Background: an optimization exercise with open tools, aiming at small area and a short achievable clock period. Do not read the settings as production practice.
Power and IR drop assume default switching activity.

==> build 45 <==
## fp_mult
module fp_mult(
input logic [31:0]    dataA,
input logic [31:0]    dataB,
input logic clock,
output logic [31:0]   result
);
export LEC_CHECK = 0
export CAP_MARGIN = 20
export CORE_MARGIN = 2
export CORE_UTILIZATION = 40
export SETUP_SLACK_MARGIN = 5
export SLEW_MARGIN = 20
export SYNTH_HIERARCHICAL = 1
create_clock -name core_clock -period 9.0 [get_ports {clock}]
run.sh (not shown) runs the stock make flow with config.mk's settings and CLKGATE_MAP_FILE= SYNTH_SCRIPT=/design/flow/synth_recipe.tcl, a recipe that flattens the netlist after the stock synthesis.
==> inputs of trial 24, as changes to build 45 <==
--- a/flow/design.v
+++ b/flow/design.v
@@ -2,23 +2,102 @@
 input logic [31:0]    dataA,
 input logic [31:0]    dataB,
 input logic clock,
 output logic [31:0]   result
 );
+logic [22:0] ma;
+logic [7:0]  ea1, eb1;
+logic        sa1, sb1;
+logic bo0;
+logic bt0;
+logic bn0;
+logic bo1;
+logic bt1;
+logic bn1;
+logic bo2;
+logic bt2;
+logic bn2;
+logic bo3;
+logic bt3;
+logic bn3;
+logic bo4;
+logic bt4;
+logic bn4;
+logic bo5;
+logic bt5;
+logic bn5;
+logic bo6;
+logic bt6;
+logic bn6;
+logic bo7;
+logic bt7;
+logic bn7;
+logic bo8;
+logic bt8;
+logic bn8;
+logic bo9;
+logic bt9;
+logic bn9;
+logic bo10;
+logic bt10;
+logic bn10;
+logic bo11;
+logic bt11;
+always_ff @(posedge clock) begin
+    ma  <= dataA[22:0];
+    ea1 <= dataA[30:23];
+    eb1 <= dataB[30:23];
+    sa1 <= dataA[31];
+    sb1 <= dataB[31];
+    bo0 <= dataB[0];
+    bt0 <= (dataB[1] & ~dataB[0]);
+    bn0 <= dataB[1];
+    bo1 <= (dataB[2] ^ dataB[1]);
+    bt1 <= ((dataB[3] & ~dataB[2] & ~dataB[1]) | (~dataB[3] & dataB[2] & dataB[1]));
+    bn1 <= dataB[3];
+    bo2 <= (dataB[4] ^ dataB[3]);
+    bt2 <= ((dataB[5] & ~dataB[4] & ~dataB[3]) | (~dataB[5] & dataB[4] & dataB[3]));
+    bn2 <= dataB[5];
+    bo3 <= (dataB[6] ^ dataB[5]);
+    bt3 <= ((dataB[7] & ~dataB[6] & ~dataB[5]) | (~dataB[7] & dataB[6] & dataB[5]));
+    bn3 <= dataB[7];
+    bo4 <= (dataB[8] ^ dataB[7]);
+    bt4 <= ((dataB[9] & ~dataB[8] & ~dataB[7]) | (~dataB[9] & dataB[8] & dataB[7]));
+    bn4 <= dataB[9];
+    bo5 <= (dataB[10] ^ dataB[9]);
+    bt5 <= ((dataB[11] & ~dataB[10] & ~dataB[9]) | (~dataB[11] & dataB[10] & dataB[9]));
+    bn5 <= dataB[11];
+    bo6 <= (dataB[12] ^ dataB[11]);
+    bt6 <= ((dataB[13] & ~dataB[12] & ~dataB[11]) | (~dataB[13] & dataB[12] & dataB[11]));
+    bn6 <= dataB[13];
+    bo7 <= (dataB[14] ^ dataB[13]);
+    bt7 <= ((dataB[15] & ~dataB[14] & ~dataB[13]) | (~dataB[15] & dataB[14] & dataB[13]));
+    bn7 <= dataB[15];
+    bo8 <= (dataB[16] ^ dataB[15]);
+    bt8 <= ((dataB[17] & ~dataB[16] & ~dataB[15]) | (~dataB[17] & dataB[16] & dataB[15]));
+    bn8 <= dataB[17];
+    bo9 <= (dataB[18] ^ dataB[17]);
+    bt9 <= ((dataB[19] & ~dataB[18] & ~dataB[17]) | (~dataB[19] & dataB[18] & dataB[17]));
+    bn9 <= dataB[19];
+    bo10 <= (dataB[20] ^ dataB[19]);
+    bt10 <= ((dataB[21] & ~dataB[20] & ~dataB[19]) | (~dataB[21] & dataB[20] & dataB[19]));
+    bn10 <= dataB[21];
+    bo11 <= (dataB[22] ^ dataB[21]);
+    bt11 <= (~dataB[22] & ~dataB[21]);
+end
 logic a_ff, b_ff, a_zero, b_zero, a_small, b_small, a_mz, b_mz;
-assign a_ff = &dataA[30:23];
-assign b_ff = &dataB[30:23];
-assign a_mz = ~|dataA[22:0];
-assign b_mz = ~|dataB[22:0];
-assign a_zero = a_mz & ~|dataA[31:23];
-assign b_zero = b_mz & ~|dataB[31:23];
-assign a_small = ~&dataA[30:24] | ~|dataA[23:0];
-assign b_small = ~&dataB[30:24] | ~|dataB[23:0];
+assign a_ff = &ea1;
+assign b_ff = &eb1;
+assign a_mz = ~|ma;
+assign b_mz = ~|{bo0, bo1, bo2, bo3, bo4, bo5, bo6, bo7, bo8, bo9, bo10, bo11, bn0, bn1, bn2, bn3, bn4, bn5, bn6, bn7, bn8, bn9, bn10};
+assign a_zero = a_mz & ~|ea1 & ~sa1;
+assign b_zero = b_mz & ~|eb1 & ~sb1;
+assign a_small = ~&ea1[7:1] | (~ea1[0] & a_mz);
+assign b_small = ~&eb1[7:1] | (~eb1[0] & b_mz);
 logic sp_any, sp_inf;
 assign sp_any = a_ff | b_ff;
 assign sp_inf = (a_ff & a_mz & ~b_zero & b_small) | (b_ff & b_mz & ~a_zero & a_small);
-logic [7:0] ea1, eb1;
 logic [8:0] ex, er;
 wire g1248;
 wire g1249;
 wire g1250;
 wire g1251;
@@ -104,91 +183,10 @@
 assign sum1288 = (p1262 ^ gg1279);
 assign sum1289 = (p1263 ^ gg1280);
 assign sum1290 = gg1281;
 assign ex = {sum1290, sum1289, sum1288, sum1287, sum1286, sum1285, sum1284, sum1283, sum1282};
 assign er = {~(ex[8] ^ ex[7]), ~ex[7], ex[6:0]};
-logic [22:0] ma;
-logic        s1, nan1, inf1, zero1;
-logic bo0;
-logic bt0;
-logic bn0;
-logic bo1;
-logic bt1;
-logic bn1;
-logic bo2;
-logic bt2;
-logic bn2;
-logic bo3;
-logic bt3;
-logic bn3;
-logic bo4;
-logic bt4;
-logic bn4;
-logic bo5;
-logic bt5;
-logic bn5;
-logic bo6;
-logic bt6;
-logic bn6;
-logic bo7;
-logic bt7;
-logic bn7;
-logic bo8;
-logic bt8;
-logic bn8;
-logic bo9;
-logic bt9;
-logic bn9;
-logic bo10;
-logic bt10;
-logic bn10;
-logic bo11;
-logic bt11;
-always_ff @(posedge clock) begin
-    ma    <= dataA[22:0];
-    s1    <= dataA[31] ^ dataB[31];
-    nan1  <= sp_any & ~sp_inf;
-    inf1  <= sp_any & sp_inf;
-    zero1 <= ~sp_any & (a_zero | b_zero);    
-    ea1   <= dataA[30:23];
-    eb1   <= dataB[30:23];
-    bo0 <= dataB[0];
-    bt0 <= (dataB[1] & ~dataB[0]);
-    bn0 <= dataB[1];
-    bo1 <= (dataB[2] ^ dataB[1]);
-    bt1 <= ((dataB[3] & ~dataB[2] & ~dataB[1]) | (~dataB[3] & dataB[2] & dataB[1]));
-    bn1 <= dataB[3];
-    bo2 <= (dataB[4] ^ dataB[3]);
-    bt2 <= ((dataB[5] & ~dataB[4] & ~dataB[3]) | (~dataB[5] & dataB[4] & dataB[3]));
-    bn2 <= dataB[5];
-    bo3 <= (dataB[6] ^ dataB[5]);
-    bt3 <= ((dataB[7] & ~dataB[6] & ~dataB[5]) | (~dataB[7] & dataB[6] & dataB[5]));
-    bn3 <= dataB[7];
-    bo4 <= (dataB[8] ^ dataB[7]);
-    bt4 <= ((dataB[9] & ~dataB[8] & ~dataB[7]) | (~dataB[9] & dataB[8] & dataB[7]));
-    bn4 <= dataB[9];
-    bo5 <= (dataB[10] ^ dataB[9]);
-    bt5 <= ((dataB[11] & ~dataB[10] & ~dataB[9]) | (~dataB[11] & dataB[10] & dataB[9]));
-    bn5 <= dataB[11];
-    bo6 <= (dataB[12] ^ dataB[11]);
-    bt6 <= ((dataB[13] & ~dataB[12] & ~dataB[11]) | (~dataB[13] & dataB[12] & dataB[11]));
-    bn6 <= dataB[13];
-    bo7 <= (dataB[14] ^ dataB[13]);
-    bt7 <= ((dataB[15] & ~dataB[14] & ~dataB[13]) | (~dataB[15] & dataB[14] & dataB[13]));
-    bn7 <= dataB[15];
-    bo8 <= (dataB[16] ^ dataB[15]);
-    bt8 <= ((dataB[17] & ~dataB[16] & ~dataB[15]) | (~dataB[17] & dataB[16] & dataB[15]));
-    bn8 <= dataB[17];
-    bo9 <= (dataB[18] ^ dataB[17]);
-    bt9 <= ((dataB[19] & ~dataB[18] & ~dataB[17]) | (~dataB[19] & dataB[18] & dataB[17]));
-    bn9 <= dataB[19];
-    bo10 <= (dataB[20] ^ dataB[19]);
-    bt10 <= ((dataB[21] & ~dataB[20] & ~dataB[19]) | (~dataB[21] & dataB[20] & dataB[19]));
-    bn10 <= dataB[21];
-    bo11 <= (dataB[22] ^ dataB[21]);
-    bt11 <= (~dataB[22] & ~dataB[21]);
-end
 wire pp0_0_1;
 wire pp0_1_2;
 wire pp0_2_3;
 wire pp0_3_4;
 wire pp0_4_5;
@@ -2536,14 +2534,14 @@
 assign sum1246 = (p1010 ^ gg1219);
 assign sum1247 = (p1011 ^ gg1220);
 logic s2, nan2, inf2, zero2;
 logic [8:0] er2;
 always_ff @(posedge clock) begin
-    s2    <= s1;
-    nan2  <= nan1;
-    inf2  <= inf1;
-    zero2 <= zero1;
+    s2    <= sa1 ^ sb1;
+    nan2  <= sp_any & ~sp_inf;
+    inf2  <= sp_any & sp_inf;
+    zero2 <= ~sp_any & (a_zero | b_zero);    
     er2   <= er;
     r2_0_0 <= bn0;
     r2_0_1 <= pp0_0_1;
     r2_1_0 <= pp0_1_2;
     r2_2_0 <= bn1;
==> notes.md <==
item                                                                     trial 24                 build 45
Number of placed instances with taps included                                2287                     2293
Data-path buffer share of cell area in the final layout                     6.45%                    6.30%
Logic gate share of total power                                             63.7%                    63.3%
Placed wire-length estimate after detailed placement                      35.9 mm                  35.7 mm
Worst setup slack after layout                                            5170 ps                  5150 ps
Vias in the first global route                                              15166                    15057
Vertical extent of the die                                            221 microns              222 microns
Floorplan die width                                                   221 microns              222 microns
Shortest clock period the worst path allows after layout                  3830 ps                  3850 ps
M1 WL                                                                     24.2 mm                  22.7 mm
Layout Cell Area excl Fill                                            21500 sq um              21700 sq um
Syn nets                                                                     2107                     2080
Total iterations of the first detailed-routing run                              6                       18
Fraction of area in multi-input gates                                       60.2%                    60.3%
Seq/total area                                                              24.0%                    24.0%
Footprint of the flip-flops and latches                                5170 sq um               5210 sq um
Setup slack of the worst register-to-register path                        5170 ps                  5150 ps
Fin crit share                                                              42.5%                    42.7%
Post-CTS setup-driven buffer insertion count                                    0                        1
Part of the Yosys area used for sequential elements                         27.4%                    27.5%
Hold path startpoint                                                          sb1                       s1
Outcome                                                   complete, no violations  complete, no violations
Power dissipated in combinational cells                                   5.46 mW                  5.47 mW
Area fraction of the dominant cell type after synthesis                     28.3%                    28.2%
Post-Synth XOR/XNOR Area                                                    14.6%                    14.5%
No functional check of the RTL was part of any run of this note.

[what the ideal ports hide]
Ports are ideal in the flow. The routed layouts listed here were re-timed in OpenROAD.
Step 1 sets driving cells, clkbuf_16 on the clock port and buf_2 on the other inputs (assumed; they add their load-dependent delay and slew).
Step 2 adds t to the input delays and takes it off the output delays; t is the mean of the earliest and latest rising clock arrival at the registers after step 1. Input paths then give back, and output paths get back, about the clock's delay inside the block.
Slacks: ideal / step 1 / step 2; pairs: ideal / step 1.
| run | t (ns) | slack for setup (ns) | hold slack, ns |
|---|---|---|---|
| build 45 | 0.621 | 5.153 / 5.153 / 4.574 | 0.330 / 0.330 / 0.330 |
| trial 24 | 0.632 | 5.174 / 5.174 / 5.174 | 0.472 / 0.472 / 0.472 |
After both steps every run listed still meets setup and hold. The setup slack of build 45, which loses most, moves by 0.000 ns with the drivers and by -0.579 ns with both steps.
